Context: an optimization exercise on an open-source flow, tuned for small area, a short achievable clock period and few clock cycles. The choices shown serve that exercise and are no tape-out recipe.
The RTL was checked by simulation tests, not by an equivalence proof against the original design.
No activity file was given, so power comes from the tool's default toggle rates.

==> run D <==
==> flow/design.v <==
module dm_cache_tag (
    input           clk,
    input           rst,
    input  [15:0]   req_line,      
    input           req_valid,
    input           req_write,
    input  [23:0]   req_tag,
    input  [15:0]   fill_line,     
    input           fill,
    input           fill_dirty,
    output [383:0]  tags,
    output [15:0]   valid,
    output [15:0]   dirty
);
reg [23:0] tag_mem [0:15];
reg [15:0] valid_r, dirty_r;
genvar i;
generate
    for (i = 0; i < 16; i = i + 1) begin : g_line
        always @(posedge clk)
            if (req_valid & req_line[i])
                tag_mem[i] <= req_tag;
        always @(posedge clk)
            if (rst)
                valid_r[i] <= 1'b0;
            else if (fill & fill_line[i])
                valid_r[i] <= 1'b1;
        always @(posedge clk)
            if (fill & fill_line[i])
                dirty_r[i] <= fill_dirty;
            else if (req_write & req_line[i])
                dirty_r[i] <= 1'b1;
        assign tags[i*24 +: 24] = tag_mem[i];
    end
endgenerate
assign valid = valid_r;
assign dirty = dirty_r;
endmodule
module dm_cache_data (
    input           clk,
    input  [15:0]   req_line,      
    input  [3:0]    req_word,      
    input           req_write,     
    input  [31:0]   req_data,
    input  [15:0]   fill_line,     
    input  [3:0]    fill_word,     
    input           fill,
    input  [127:0]  fill_data,
    output [2047:0] lines
);
reg [127:0] mem [0:15];
wire [127:0] din = fill ? fill_data : {4{req_data}};
genvar i, w;
generate
    for (i = 0; i < 16; i = i + 1) begin : g_line
        for (w = 0; w < 4; w = w + 1) begin : g_word
            always @(posedge clk)
                if ((fill & fill_line[i] & fill_word[w]) |
                    (req_write & req_line[i] & req_word[w]))
                    mem[i][w*32 +: 32] <= din[w*32 +: 32];
        end
        assign lines[i*128 +: 128] = mem[i];
    end
endgenerate
endmodule
`timescale 1ns/1ns
module dm_cache_controller (
    input clk,
    input rst,
    input               cpu_req_valid_i,
    input               cpu_req_rw_i,
    input [31:0]        cpu_req_addr_i,
    input [31:0]        cpu_req_data_i,
    output              cpu_data_ready_o,
    output [31:0]       cpu_data_o,
    input               mem_ready_i,
    input  [127:0]      mem_data_i,
    output              mem_req_valid_o,
    output              mem_req_rw_o,
    output [31:0]       mem_req_addr_o,
    output [127:0]      mem_req_data_o
);
wire [23:0] req_tag = cpu_req_addr_i[31:8];
wire [15:0] req_line = 16'b1 << cpu_req_addr_i[7:4];
wire [3:0]  req_word = 4'b1 << cpu_req_addr_i[3:2];
wire        req_write = cpu_req_valid_i & cpu_req_rw_i;
reg  [23:0] rtag;
reg  [3:0]  ridx;
reg  [15:0] rline;       
reg  [3:0]  rword;       
reg         rrw;
reg         wait_wb;     
reg         wait_rd;     
reg         ready_r;
reg  [31:0] data_r;
reg         mvalid_r;
reg         mrw_r;
reg  [27:0] maddr_r;
reg  [127:0] mdata_r;
wire [383:0]  tags;
wire [15:0]   valid, dirty;
wire [2047:0] lines;
wire fill    = wait_rd & mem_ready_i;
wire wb_done = wait_wb & mem_ready_i;
reg  [127:0] line;
reg  [23:0]  vtag;
reg          vvalid, vdirty;
integer k;
always @(*) begin
    line = 128'b0;
    vtag = 24'b0;
    vvalid = 1'b0;
    vdirty = 1'b0;
    for (k = 0; k < 16; k = k + 1) begin
        line   = line   | (lines[k*128 +: 128] & {128{req_line[k]}});
        vtag   = vtag   | (tags[k*24 +: 24]    & {24{req_line[k]}});
        vvalid = vvalid | (valid[k] & req_line[k]);
        vdirty = vdirty | (dirty[k] & req_line[k]);
    end
end
wire hit = vvalid & (vtag == req_tag);
wire victim_dirty = vvalid & vdirty;
wire [31:0] req_word_data = (line[31:0]   & {32{req_word[0]}}) | (line[63:32]  & {32{req_word[1]}}) |
                            (line[95:64]  & {32{req_word[2]}}) | (line[127:96] & {32{req_word[3]}});
wire [31:0] fill_word_data = (mem_data_i[31:0]   & {32{rword[0]}}) | (mem_data_i[63:32]  & {32{rword[1]}}) |
                             (mem_data_i[95:64]  & {32{rword[2]}}) | (mem_data_i[127:96] & {32{rword[3]}});
assign cpu_data_ready_o = ready_r;
assign cpu_data_o       = data_r;
assign mem_req_valid_o  = mvalid_r | wb_done;
assign mem_req_rw_o     = mrw_r;
assign mem_req_addr_o   = {maddr_r, 4'b0};
assign mem_req_data_o   = mdata_r;
dm_cache_tag cache_tag (
    .clk(clk),
    .rst(rst),
    .req_line(req_line),
    .req_valid(cpu_req_valid_i),
    .req_write(req_write),
    .req_tag(req_tag),
    .fill_line(rline),
    .fill(fill),
    .fill_dirty(rrw),
    .tags(tags),
    .valid(valid),
    .dirty(dirty)
);
dm_cache_data cache_data (
    .clk(clk),
    .req_line(req_line),
    .req_word(req_word),
    .req_write(req_write),
    .req_data(cpu_req_data_i),
    .fill_line(rline),
    .fill_word(rrw ? ~rword : 4'b1111),
    .fill(fill),
    .fill_data(mem_data_i),
    .lines(lines)
);
always @(posedge clk) begin
    if (cpu_req_valid_i) begin
        rtag  <= req_tag;
        ridx  <= cpu_req_addr_i[7:4];
        rline <= req_line;
        rword <= req_word;
        rrw   <= cpu_req_rw_i;
    end
end
always @(posedge clk) begin
    data_r  <= fill ? fill_word_data : req_word_data;
    mdata_r <= line;
    maddr_r <= cpu_req_valid_i ? (victim_dirty ? {vtag, cpu_req_addr_i[7:4]} : cpu_req_addr_i[31:4])
                               : {rtag, ridx};
    mrw_r   <= cpu_req_valid_i & victim_dirty;
end
always @(posedge clk) begin
    if (rst) begin
        ready_r  <= 1'b0;
        mvalid_r <= 1'b0;
        wait_wb  <= 1'b0;
        wait_rd  <= 1'b0;
    end else begin
        ready_r  <= (cpu_req_valid_i & hit) | fill;
        mvalid_r <= cpu_req_valid_i & ~hit;
        if (cpu_req_valid_i & ~hit) begin
            wait_wb <= victim_dirty;
            wait_rd <= ~victim_dirty;
        end else if (wb_done) begin
            wait_wb <= 1'b0;
            wait_rd <= 1'b1;
        end else if (fill)
            wait_rd <= 1'b0;
    end
end
endmodule
==> flow/run.sh <==
#!/bin/bash
# synth_recipe.tcl (not shown) runs the flow's synth.tcl, then flattens the netlist and writes it again
# the make line also repeats each setting of config.mk as NAME=value (left out here)
make -C /OpenROAD-flow-scripts/flow DESIGN_CONFIG=/design/flow/config.mk WORK_HOME=/design/flow/orfs CLKGATE_MAP_FILE= SYNTH_SCRIPT=/design/flow/synth_recipe.tcl finish
==> flow/config.mk <==
export PLATFORM = sky130hd
export DESIGN_NAME = dm_cache_controller
export DESIGN_NICKNAME = dm_cache_controller
export VERILOG_FILES = /design/flow/design.v
export SDC_FILE = /design/flow/constraint.sdc
export NUM_CORES = 4
export LEC_CHECK = 0
export CAP_MARGIN = 20
export CORE_MARGIN = 2
export CORE_UTILIZATION = 40
export CTS_CLUSTER_DIAMETER = 60
export CTS_CLUSTER_SIZE = 24
export SETUP_SLACK_MARGIN = 2.0
export SLEW_MARGIN = 20
==> flow/constraint.sdc <==
create_clock -name core_clock -period 5.0 [get_ports {clk}]
set_input_delay 1.0000 -clock core_clock [delete_from_list [all_inputs] [get_ports {clk}]]
set_output_delay 1.0000 -clock core_clock [all_outputs]
set_load 0.01 [all_outputs]
==> inputs of run A, as changes to run D <==
==> flow/design.v, changed modules only <==
module dm_cache_tag (
    input           clk,
    input           rst,
    input  [15:0]   line_sel,      
    input           tag_we,        
    input  [23:0]   tag_in,
    input           set_dirty,
    input           clr_dirty,
    output [383:0]  tags,
    output [15:0]   valid,
    output [15:0]   dirty
);
reg [23:0] tag_mem [0:15];
reg [15:0] valid_r, dirty_r;
genvar i;
generate
    for (i = 0; i < 16; i = i + 1) begin : g_line
        always @(posedge clk)
            if (line_sel[i] & tag_we)
                tag_mem[i] <= tag_in;
        always @(posedge clk)
            if (rst)
                valid_r[i] <= 1'b0;
            else if (line_sel[i] & tag_we)
                valid_r[i] <= 1'b1;
        always @(posedge clk)
            if (line_sel[i] & (tag_we | clr_dirty))
                dirty_r[i] <= 1'b0;
            else if (line_sel[i] & set_dirty)
                dirty_r[i] <= 1'b1;
        assign tags[i*24 +: 24] = tag_mem[i];
    end
endgenerate
assign valid = valid_r;
assign dirty = dirty_r;
endmodule
module dm_cache_data (
    input           clk,
    input  [15:0]   line_sel,      
    input           fill,          
    input           wr_word,       
    input  [3:0]    word_sel,      
    input  [127:0]  fill_data,
    input  [31:0]   word_data,
    output [2047:0] lines
);
reg [127:0] mem [0:15];
wire [127:0] din = fill ? fill_data : {4{word_data}};
genvar i, w;
generate
    for (i = 0; i < 16; i = i + 1) begin : g_line
        for (w = 0; w < 4; w = w + 1) begin : g_word
            always @(posedge clk)
                if (line_sel[i] & (fill | (wr_word & word_sel[w])))
                    mem[i][w*32 +: 32] <= din[w*32 +: 32];
        end
        assign lines[i*128 +: 128] = mem[i];
    end
endgenerate
endmodule
module dm_cache_controller (
    input clk,
    input rst,
    input               cpu_req_valid_i,
    input               cpu_req_rw_i,
    input [31:0]        cpu_req_addr_i,
    input [31:0]        cpu_req_data_i,
    output              cpu_data_ready_o,
    output [31:0]       cpu_data_o,
    input               mem_ready_i,
    input  [127:0]      mem_data_i,
    output              mem_req_valid_o,
    output              mem_req_rw_o,
    output [31:0]       mem_req_addr_o,
    output [127:0]      mem_req_data_o
);
reg  [23:0] rtag;
reg  [3:0]  ridx;
reg  [1:0]  roff;
reg         rrw;
reg  [31:0] rdata;
reg  [15:0] rsel;        
reg  [15:0] eq;          
reg         busy;        
reg         wait_wb;     
reg         wait_rd;     
reg         filled;      
wire [383:0]  tags;
wire [15:0]   valid, dirty;
wire [2047:0] lines;
wire lookup = busy & ~wait_wb & ~wait_rd;
wire hit    = filled | (|(eq & valid & rsel));
wire victim_dirty = |(valid & dirty & rsel);
wire fill     = wait_rd & mem_ready_i;
wire wb_done  = wait_wb & mem_ready_i;
wire wr_hit   = lookup & hit & rrw;
wire [127:0] line = lines[ridx*128 +: 128];
wire [23:0]  vtag = tags[ridx*24 +: 24];
assign cpu_data_ready_o = lookup & hit;
assign cpu_data_o       = line[roff*32 +: 32];
assign mem_req_valid_o  = lookup & ~hit;
assign mem_req_rw_o     = victim_dirty;
assign mem_req_addr_o   = {victim_dirty ? vtag : rtag, ridx, 4'b0};
assign mem_req_data_o   = line;
dm_cache_tag cache_tag (
    .clk(clk),
    .rst(rst),
    .line_sel(rsel),
    .tag_we(fill),
    .tag_in(rtag),
    .set_dirty(wr_hit),
    .clr_dirty(wb_done),
    .tags(tags),
    .valid(valid),
    .dirty(dirty)
);
dm_cache_data cache_data (
    .clk(clk),
    .line_sel(rsel),
    .fill(fill),
    .wr_word(wr_hit),
    .word_sel(4'b1 << roff),
    .fill_data(mem_data_i),
    .word_data(rdata),
    .lines(lines)
);
wire [15:0] eq_next;
genvar i;
generate
    for (i = 0; i < 16; i = i + 1) begin : g_eq
        assign eq_next[i] = tags[i*24 +: 24] == cpu_req_addr_i[31:8];
    end
endgenerate
always @(posedge clk) begin
    if (cpu_req_valid_i) begin
        rtag  <= cpu_req_addr_i[31:8];
        ridx  <= cpu_req_addr_i[7:4];
        roff  <= cpu_req_addr_i[3:2];
        rrw   <= cpu_req_rw_i;
        rdata <= cpu_req_data_i;
        rsel  <= 16'b1 << cpu_req_addr_i[7:4];
        eq    <= eq_next;
    end
end
always @(posedge clk) begin
    if (rst) begin
        busy    <= 1'b0;
        wait_wb <= 1'b0;
        wait_rd <= 1'b0;
        filled  <= 1'b0;
    end else begin
        if (cpu_req_valid_i) begin
            busy   <= 1'b1;
            filled <= 1'b0;
        end else if (lookup & hit)
            busy   <= 1'b0;
        if (lookup & ~hit) begin
            wait_wb <= victim_dirty;
            wait_rd <= ~victim_dirty;
        end else if (wb_done)
            wait_wb <= 1'b0;
        else if (fill) begin
            wait_rd <= 1'b0;
            filled  <= 1'b1;
        end
    end
end
endmodule
--- a/flow/config.mk
+++ b/flow/config.mk
@@ -9,6 +9,3 @@
 export CORE_MARGIN = 2
 export CORE_UTILIZATION = 40
-export CTS_CLUSTER_DIAMETER = 60
-export CTS_CLUSTER_SIZE = 24
-export SETUP_SLACK_MARGIN = 2.0
 export SLEW_MARGIN = 20
==> run notes <==
quantity	run A	run D
Status	no timing/DRC/antenna violations	no timing/DRC/antenna violations
Die area	260000 sq um	252000 sq um
Clock period minus worst slack	4980 ps	3360 ps
Min-Delay Endpoint	cache_tag.dirty_r[11]	ridx[1]
Number of instances in the placed design	8774	9436
GRT Overall Usage	0.253	0.280
Simple-gate area share of the yosys netlist	0.0315	0.0457
Ratio of cells with drive above 1 in the final layout	0.265	0.201
Synth Register Bits	2563	2706
Worst setup path startpoint	ridx[1]	cpu_req_addr_i[6]
Pwr/cell area	421 nW/um^2	387 nW/um^2
Multiplexer fraction of the synthesized cell area	0.142	0.0220
Clock buffer count in the final layout	347	183
Sequential Power Share	0.490	0.551
EDFF count, synth	2527	2497
Final hold slack	478 ps	392 ps
Endpoint of the worst setup timing path	mem_req_addr_o[25]	wait_wb
Layout buffering overhead excluding clock cells	0.0661	0.0920
Post-Synth XOR/XNOR Area	0.0329	0.00211
Final estimated routing congestion in global placement	0.923	0.883
Later-pin clock latency in the skew report	960 ps	880 ps
Largest net degree at the start of global routing	98	121
Switching power	12.9 mW	12.0 mW
Netlist area before placement	102000 sq um	99000 sq um
Testbench counts of run D, summed over its fixed seeds: cycles 54,992.
Testbench counts of run A, summed over its fixed seeds: cycles 59,010.

port drivers added, routing unchanged:
The results above use ideal ports. As a check the final layouts listed here were re-extracted and re-timed, cells and wires unchanged. Step 1 (the two cells are an assumption about what drives the block):
set clk [get_ports {clk}]
set_driving_cell -lib_cell sky130_fd_sc_hd__clkbuf_16 $clk
set_driving_cell -lib_cell sky130_fd_sc_hd__buf_2 [delete_from_list [all_inputs] $clk]
Step 2 times the ports against the registers' clock, not the clock port: input delays grow and output delays shrink by t, the midpoint of the rising clock arrivals with the driver on. a / b / c = no drivers / after step 1 / after step 2; a / b = the first two.
| run | t, ns | setup WS [ns] | hold slack, ns | worst setup path after step 2 | clock arrival spread, ns |
|---|---|---|---|---|---|
| run D | 0.957 | 1.645 / 1.541 / 0.584 | 0.392 / 0.424 / 0.462 | input to register | 0.066 / 0.066 |
| run A | 1.007 | 0.017 / -0.077 / 0.447 | 0.478 / 0.478 / 0.478 | input to register | 0.090 / 0.091 |
After both steps setup and hold are still met in every run listed. The setup slack of run D, which loses most, moves by -0.104 ns with the drivers and by -1.061 ns with both steps.
